What follows belongs to an exercise in optimizing a design on an open flow for small area and a short achievable clock period; a production flow would make more cautious choices. At most, simulation tests tie the RTL to the original design; equivalence was not proved. Power is estimated from default activity; no workload was simulated.

==> build 83: inputs <==
// alu_design
module alu_design #(parameter OPERAND_WIDTH = 16, parameter CMD_WIDTH = 4)(
	input CLK, RST, MODE, CE, CIN,
	input [CMD_WIDTH-1:0] CMD,
	input [1:0] INP_VALID,
	input [OPERAND_WIDTH-1:0] OPA, OPB,
	output reg ERR, OFLOW, E, G, L,
	output reg COUT,
	output reg [(2*OPERAND_WIDTH)-1:0] RES
);
clock: 8.0 ns
lec_check: 0
cap_margin: 5
core_margin: 2
core_utilization: 40
setup_slack_margin: 4.8
slew_margin: 5
synth_hierarchical: 1
standard.sh (not shown) runs the stock make flow with config.mk's settings and CLKGATE_MAP_FILE= SYNTH_SCRIPT=/design/flow/synth_recipe.tcl, a recipe that flattens the netlist after the stock synthesis.
==> flow/flow/run.sh <==
#!/bin/bash
set -e
cp standard.sh standard_sh.txt
export BUFFER_PORTS_ARGS="-buffer_cell sky130_fd_sc_hd__buf_1"
bash standard.sh > standard.log 2>&1
==> trial 42 (differences from build 83) <==
--- a/flow/design.v
+++ b/flow/design.v
@@ -20,68 +20,63 @@
 	              (in_vB && (CMD == 4'd7 || CMD == 4'd10 || CMD == 4'd11));
 	wire in_rot_err = in_v11 && (CMD == 4'd12 || CMD == 4'd13) && (|OPB[15:5]);
 	wire in_err = MODE ? !(in_add_ok || in_mul || in_cmp) : (!in_lok || in_rot_err);
 	reg [15:0] a, b;
 	reg [3:0] cmd;
 	reg xb, yb, yi, c0, xs;
 	reg sgn;     
-	reg [3:0] rs;   
 	always @(posedge CLK) begin
 		a <= (CMD == 4'd10) ? {OPA[14:0], 1'b0} : OPA;
 		b <= OPB;
 		cmd <= CMD;
 		xb <= CMD == 4'd6 || CMD == 4'd7;
 		yb <= CMD <= 4'd3 || CMD == 4'd11 || CMD == 4'd12;
 		yi <= CMD == 4'd12 || (CMD <= 4'd7 && CMD[0]);
 		c0 <= CMD == 4'd12 || CMD == 4'd1 || CMD == 4'd4 || CMD == 4'd6 ||
 		      (CMD == 4'd2 && CIN) || (CMD == 4'd3 && !CIN);
 		xs <= CMD == 4'd11 || CMD == 4'd12;
 		sgn <= CMD != 4'd8;
-		rs <= (CMD == 4'd13) ? (4'd0 - OPB[3:0]) : OPB[3:0];
 	end
 	reg c_add, c_mul, c_arith, c_log, c_nerr, c_cmp;
-	reg c_ofsub, c_ofsv, c_ofk, c_of11v, c_ofidle, c_cout;
+	reg c_ofsub, c_of11v, c_of11n, c_of12v, c_of12n, c_ofidle, c_cout;
 	always @(posedge CLK or posedge RST) begin
 		if (RST) begin
 			c_add <= 1'b0; c_mul <= 1'b0; c_arith <= 1'b0; c_log <= 1'b0;
 			c_nerr <= 1'b0; c_cmp <= 1'b0;
-			c_ofsub <= 1'b0; c_ofsv <= 1'b0; c_ofk <= 1'b0; c_of11v <= 1'b0;
-			c_ofidle <= 1'b0; c_cout <= 1'b0;
+			c_ofsub <= 1'b0; c_of11v <= 1'b0; c_of11n <= 1'b0;
+			c_of12v <= 1'b0; c_of12n <= 1'b0; c_ofidle <= 1'b0; c_cout <= 1'b0;
 		end else begin
 			c_add   <= CE && MODE && in_add_ok;
 			c_mul   <= CE && MODE && in_mul;
 			c_arith <= CE && MODE;
 			c_log   <= CE && !MODE && in_lok;
 			c_nerr  <= CE && !in_err;
 			c_cmp   <= CE && MODE && in_cmp;
 			c_ofsub <= CE && MODE && (CMD == 4'd1 || CMD == 4'd3 || CMD == 4'd5 || CMD == 4'd7);
-			c_ofsv  <= CE && MODE && (CMD == 4'd11 || CMD == 4'd12) && in_v11;
-			c_ofk   <= CE && MODE && !in_v11 && OPA[15] &&
-			           ((CMD == 4'd11 && OPB[15]) || (CMD == 4'd12 && !OPB[15]));
 			c_of11v <= CE && MODE && CMD == 4'd11 && in_v11;
+			c_of11n <= CE && MODE && CMD == 4'd11 && !in_v11;
+			c_of12v <= CE && MODE && CMD == 4'd12 && in_v11;
+			c_of12n <= CE && MODE && CMD == 4'd12 && !in_v11;
 			c_ofidle <= CE && MODE && ((CMD == 4'd3 && CIN) || CMD == 4'd5 || CMD == 4'd7);
 			c_cout  <= CE && MODE && in_add_ok &&
 			           (CMD == 4'd0 || CMD == 4'd2 || CMD == 4'd4 || CMD == 4'd6 || CMD == 4'd11);
 		end
 	end
 	wire [15:0] ax = xb ? b : a;
 	wire [15:0] ay = (b & {16{yb}}) ^ {16{yi}};
 	wire xe = xs & ax[15];
 	wire ye = xs ? ay[15] : yi;
 	wire [16:0] sum = {xe, ax} + {ye, ay} + {16'b0, c0};
 	wire eq = a == b;
 	wire lt = {a[15] ^ sgn, a[14:0]} < {b[15] ^ sgn, b[14:0]};
-	wire [15:0] r1, r2, r3, rot;
-	genvar ri;
-	generate for (ri = 0; ri < 16; ri = ri + 1) begin : g_rot
-		mt_muxi u_r1 (.s(rs[0]), .d1(a[(ri + 15) % 16]), .d0(a[ri]), .y(r1[ri]));
-		mt_muxi u_r2 (.s(rs[1]), .d1(r1[(ri + 14) % 16]), .d0(r1[ri]), .y(r2[ri]));
-		mt_muxi u_r3 (.s(rs[2]), .d1(r2[(ri + 12) % 16]), .d0(r2[ri]), .y(r3[ri]));
-		mt_muxi u_r4 (.s(rs[3]), .d1(r3[(ri + 8) % 16]), .d0(r3[ri]), .y(rot[ri]));
-	end endgenerate
+	wire [3:0] rs = cmd[0] ? (4'd0 - b[3:0]) : b[3:0];
+	wire [15:0] r1 = rs[0] ? {a[14:0], a[15]} : a;
+	wire [15:0] r2 = rs[1] ? {r1[13:0], r1[15:14]} : r1;
+	wire [15:0] r3 = rs[2] ? {r2[11:0], r2[15:12]} : r2;
+	wire [15:0] rot = rs[3] ? {r3[7:0], r3[15:8]} : r3;
 	reg [15:0] lres;
 	always @(*) begin
 		case (cmd)
 			4'd0: lres = a & b;
 			4'd1: lres = ~(a & b);
 			4'd2: lres = a | b;
 			4'd3: lres = ~(a | b);
@@ -106,17 +101,16 @@
 		mt_inv u_nb (.a(b[gi]), .y(nb[gi]));
 		mt_and u_a9 (.a(a[gi]), .b(m9), .y(a9[gi]));
 		mt_and u_b9 (.a(b[gi]), .b(m9), .y(b9[gi]));
 		for (gj = 0; gj < 16; gj = gj + 1) begin : g_pp
 			mt_nor u_pp (.a(na[gi]), .b(nb[gj]), .y(pp[gi][gj]));
 		end
 	end endgenerate
-	wire [204:0] fs, fc;
+	wire [196:0] fs, fc;
 	wire [28:0] hs, hc;
-	localparam MT_K = 23;
 	mt_ha u_ha0 (.a(a9[11]), .b(b9[11]), .s(hs[0]), .co(hc[0]));
 	mt_fa u_fa0 (.a(a9[12]), .b(b9[12]), .c(pp[0][12]), .s(fs[0]), .co(fc[0]));
 	mt_ha u_ha1 (.a(pp[10][2]), .b(pp[11][1]), .s(hs[1]), .co(hc[1]));
 	mt_fa u_fa1 (.a(a9[13]), .b(b9[13]), .c(pp[0][13]), .s(fs[1]), .co(fc[1]));
 	mt_fa u_fa2 (.a(pp[10][3]), .b(pp[11][2]), .c(pp[12][1]), .s(fs[2]), .co(fc[2]));
 	mt_ha u_ha2 (.a(pp[13][0]), .b(pp[1][12]), .s(hs[2]), .co(hc[2]));
 	mt_fa u_fa3 (.a(a9[14]), .b(b9[14]), .c(pp[0][14]), .s(fs[3]), .co(fc[3]));
@@ -335,22 +329,14 @@
 	mt_fa u_fa191 (.a(fs[160]), .b(fc[158]), .c(fs[161]), .s(fs[191]), .co(fc[191]));
 	mt_fa u_fa192 (.a(fc[160]), .b(fs[162]), .c(fs[163]), .s(fs[192]), .co(fc[192]));
 	mt_fa u_fa193 (.a(fc[162]), .b(fs[164]), .c(fs[165]), .s(fs[193]), .co(fc[193]));
 	mt_fa u_fa194 (.a(fs[166]), .b(fc[164]), .c(fc[165]), .s(fs[194]), .co(fc[194]));
 	mt_fa u_fa195 (.a(fc[166]), .b(fs[168]), .c(hs[25]), .s(fs[195]), .co(fc[195]));
 	mt_fa u_fa196 (.a(pp[15][13]), .b(hs[26]), .c(fc[168]), .s(fs[196]), .co(fc[196]));
 	mt_ha u_ha28 (.a(pp[14][15]), .b(pp[15][14]), .s(hs[28]), .co(hc[28]));
-	mt_fa u_fa197 (.a(fc[159]), .b(fc[190]), .c(fs[191]), .s(fs[197]), .co(fc[197]));
-	mt_fa u_fa198 (.a(fc[161]), .b(fc[191]), .c(fs[192]), .s(fs[198]), .co(fc[198]));
-	mt_fa u_fa199 (.a(fc[163]), .b(fs[193]), .c(fc[192]), .s(fs[199]), .co(fc[199]));
-	mt_fa u_fa200 (.a(fs[167]), .b(fs[194]), .c(fc[193]), .s(fs[200]), .co(fc[200]));
-	mt_fa u_fa201 (.a(fc[167]), .b(fs[195]), .c(fc[194]), .s(fs[201]), .co(fc[201]));
-	mt_fa u_fa202 (.a(hc[25]), .b(fs[196]), .c(fc[195]), .s(fs[202]), .co(fc[202]));
-	mt_fa u_fa203 (.a(hc[26]), .b(hs[28]), .c(fc[196]), .s(fs[203]), .co(fc[203]));
-	mt_fa u_fa204 (.a(pp[15][15]), .b(hc[28]), .c(fc[203]), .s(fs[204]), .co(fc[204]));
 	assign ts[0] = m9;
 	assign tc[0] = pp[0][0];
 	assign td[0] = hs[27];
 	assign ts[1] = pp[1][0];
 	assign tc[1] = hc[27];
 	assign td[1] = fs[169];
 	assign ts[2] = hs[23];
@@ -412,54 +398,53 @@
 	assign td[20] = fs[188];
 	assign ts[21] = fs[157];
 	assign tc[21] = fc[188];
 	assign td[21] = fs[189];
 	assign ts[22] = fc[157];
 	assign tc[22] = fc[189];
 	assign td[22] = fs[190];
-	assign ts[23] = fs[197];
-	assign tc[23] = 1'b0;
-	assign td[23] = 1'b0;
-	assign ts[24] = fs[198];
-	assign tc[24] = fc[197];
-	assign td[24] = 1'b0;
-	assign ts[25] = fs[199];
-	assign tc[25] = fc[198];
-	assign td[25] = 1'b0;
-	assign ts[26] = fs[200];
-	assign tc[26] = fc[199];
-	assign td[26] = 1'b0;
-	assign ts[27] = fs[201];
-	assign tc[27] = fc[200];
-	assign td[27] = 1'b0;
-	assign ts[28] = fs[202];
-	assign tc[28] = fc[201];
-	assign td[28] = 1'b0;
-	assign ts[29] = fs[203];
-	assign tc[29] = fc[202];
-	assign td[29] = 1'b0;
-	assign ts[30] = fs[204];
-	assign tc[30] = 1'b0;
+	assign ts[23] = fc[159];
+	assign tc[23] = fc[190];
+	assign td[23] = fs[191];
+	assign ts[24] = fc[161];
+	assign tc[24] = fc[191];
+	assign td[24] = fs[192];
+	assign ts[25] = fc[163];
+	assign tc[25] = fs[193];
+	assign td[25] = fc[192];
+	assign ts[26] = fs[167];
+	assign tc[26] = fs[194];
+	assign td[26] = fc[193];
+	assign ts[27] = fc[167];
+	assign tc[27] = fs[195];
+	assign td[27] = fc[194];
+	assign ts[28] = hc[25];
+	assign tc[28] = fs[196];
+	assign td[28] = fc[195];
+	assign ts[29] = hc[26];
+	assign tc[29] = hs[28];
+	assign td[29] = fc[196];
+	assign ts[30] = pp[15][15];
+	assign tc[30] = hc[28];
 	assign td[30] = 1'b0;
-	assign ts[31] = fc[204];
+	assign ts[31] = 1'b0;
 	assign tc[31] = 1'b0;
 	assign td[31] = 1'b0;
 	reg [31:0] PS, PC, PD;
 	reg pvalid;
 	wire [31:0] p2s = PS ^ PC ^ PD;
 	wire [31:0] p2c = (PS & PC) | (PS & PD) | (PC & PD);
-	wire [31:0] px = {PS[31:MT_K], p2s[MT_K-1:0]};
-	wire [31:0] py = {PC[31:MT_K+1], p2c[MT_K-1:0], 1'b0};
-	wire [31:0] P = px + py;
+	wire [31:0] P = p2s + {p2c[30:0], 1'b0};
 	wire pv = c_mul & pvalid;
 	wire [31:0] res_n = {{15{pv}} & P[31:17],
 	                     (c_add & sum[16]) | (pv & P[16]),
 	                     ({16{c_add}} & sum[15:0]) | ({16{c_log}} & lres) | ({16{pv}} & P[15:0])};
 	wire ovf_s = (ax[15] ~^ ay[15]) & (sum[15] ^ ax[15]);
-	wire oflow_n = (c_ofsub & sum[16]) | (c_ofsv & ovf_s) | c_ofk;
+	wire oflow_n = (c_ofsub & sum[16]) | ((c_of11v | c_of12v) & ovf_s) |
+	               (c_of11n & a[15] & b[15]) | (c_of12n & a[15] & ~b[15]);
 	wire oflow_idle_n = c_ofidle | (c_of11v & sum[15]);
 	wire cout_n = c_cout & sum[16];
 	reg oflow_idle;
 	always @(posedge CLK or posedge RST) begin
 		if (RST) begin
 			RES <= 32'd0;
 			ERR <= 1'b0; E <= 1'b0; G <= 1'b0; L <= 1'b0;
Settings changed: CAP_MARGIN 5 to 20, SLEW_MARGIN 5 to 20.
==> run_results.csv <==
group,metric,value,unit
final_layout,final-nonclk-buf-share,0.06663,
global_routing,grt_max_degree,85,
critical_path,crit_path_end,"PD[16]",
power,comb_cell_power,1.33,mW
synth,netlist_instances,1878,
global_routing,grtUsageTotal,0.2648,
synth,synth-async-reset-ratio,0.2834,
outcome,status,"no timing/DRC/antenna violations",
final_layout,final_core_util,0.4721,
routing,viasPerCell,5.884,
placed_design,hpwlAfterDp,43.88,mm
final_layout,drive_above_1_share,0.1766,
timing,fin_crit,3.231,ns
final_layout,multi_input_area_share,0.6137,
synth,synthAdderAreaFrac,0.3303,
the above is filed under trial 42

==> run_results.csv <==
group,metric,value,unit
synth,synth-async-reset-ratio,0.2873,
placed_design,hpwlAfterDp,43.22,mm
routing,wirelength,61.67,mm
synth,synthAdderAreaFrac,0.3390,
final_layout,multi_input_area_share,0.6154,
floorplan,start_util,0.4077,
routing,viasPerCell,5.834,
global_routing,grt_max_degree,61,
final_layout,final-nonclk-buf-share,0.07258,
final_layout,drive_above_1_share,0.1832,
power,comb_cell_power,1.38,mW
critical_path,path_max_fanout,7,
critical_path,crit_path_end,"PD[14]",
synth,netlist_instances,1828,
final_layout,final_core_util,0.4828,
outcome,status,"no timing/DRC/antenna violations",
the above is filed under build 83

For build 83, only the layout was checked, not whether the RTL still works.

[afterwards: timing with drivers on the ports]
In the flow no input, the clock included, has a driving cell. The finished layouts below were timed again as built, in two steps. Step 1 (the two cells are an assumption about what drives the block):
set clk [get_ports {CLK}]
set_driving_cell -lib_cell sky130_fd_sc_hd__clkbuf_16 $clk
set_driving_cell -lib_cell sky130_fd_sc_hd__buf_2 [delete_from_list [all_inputs] $clk]
Step 2 also shifts input and output timing later by t, the mid clock arrival at the registers, as if the neighbouring blocks saw the same clock. Slacks: no drivers / after step 1 / after step 2; pairs: no drivers / after step 1.
run | t (ns) | slack for setup (ns) | worst setup path after step 2 | pins driven straight from the clock port
build 83 | 0.542 | 4.706 / 4.706 / 4.375 | input to register | 1
trial 42 | 0.523 | 4.769 / 4.769 / 4.580 | input to register | 1
After both steps every run listed still meets setup and hold. The setup slack of build 83, which loses most, moves by 0.000 ns with the drivers and by -0.331 ns with both steps.
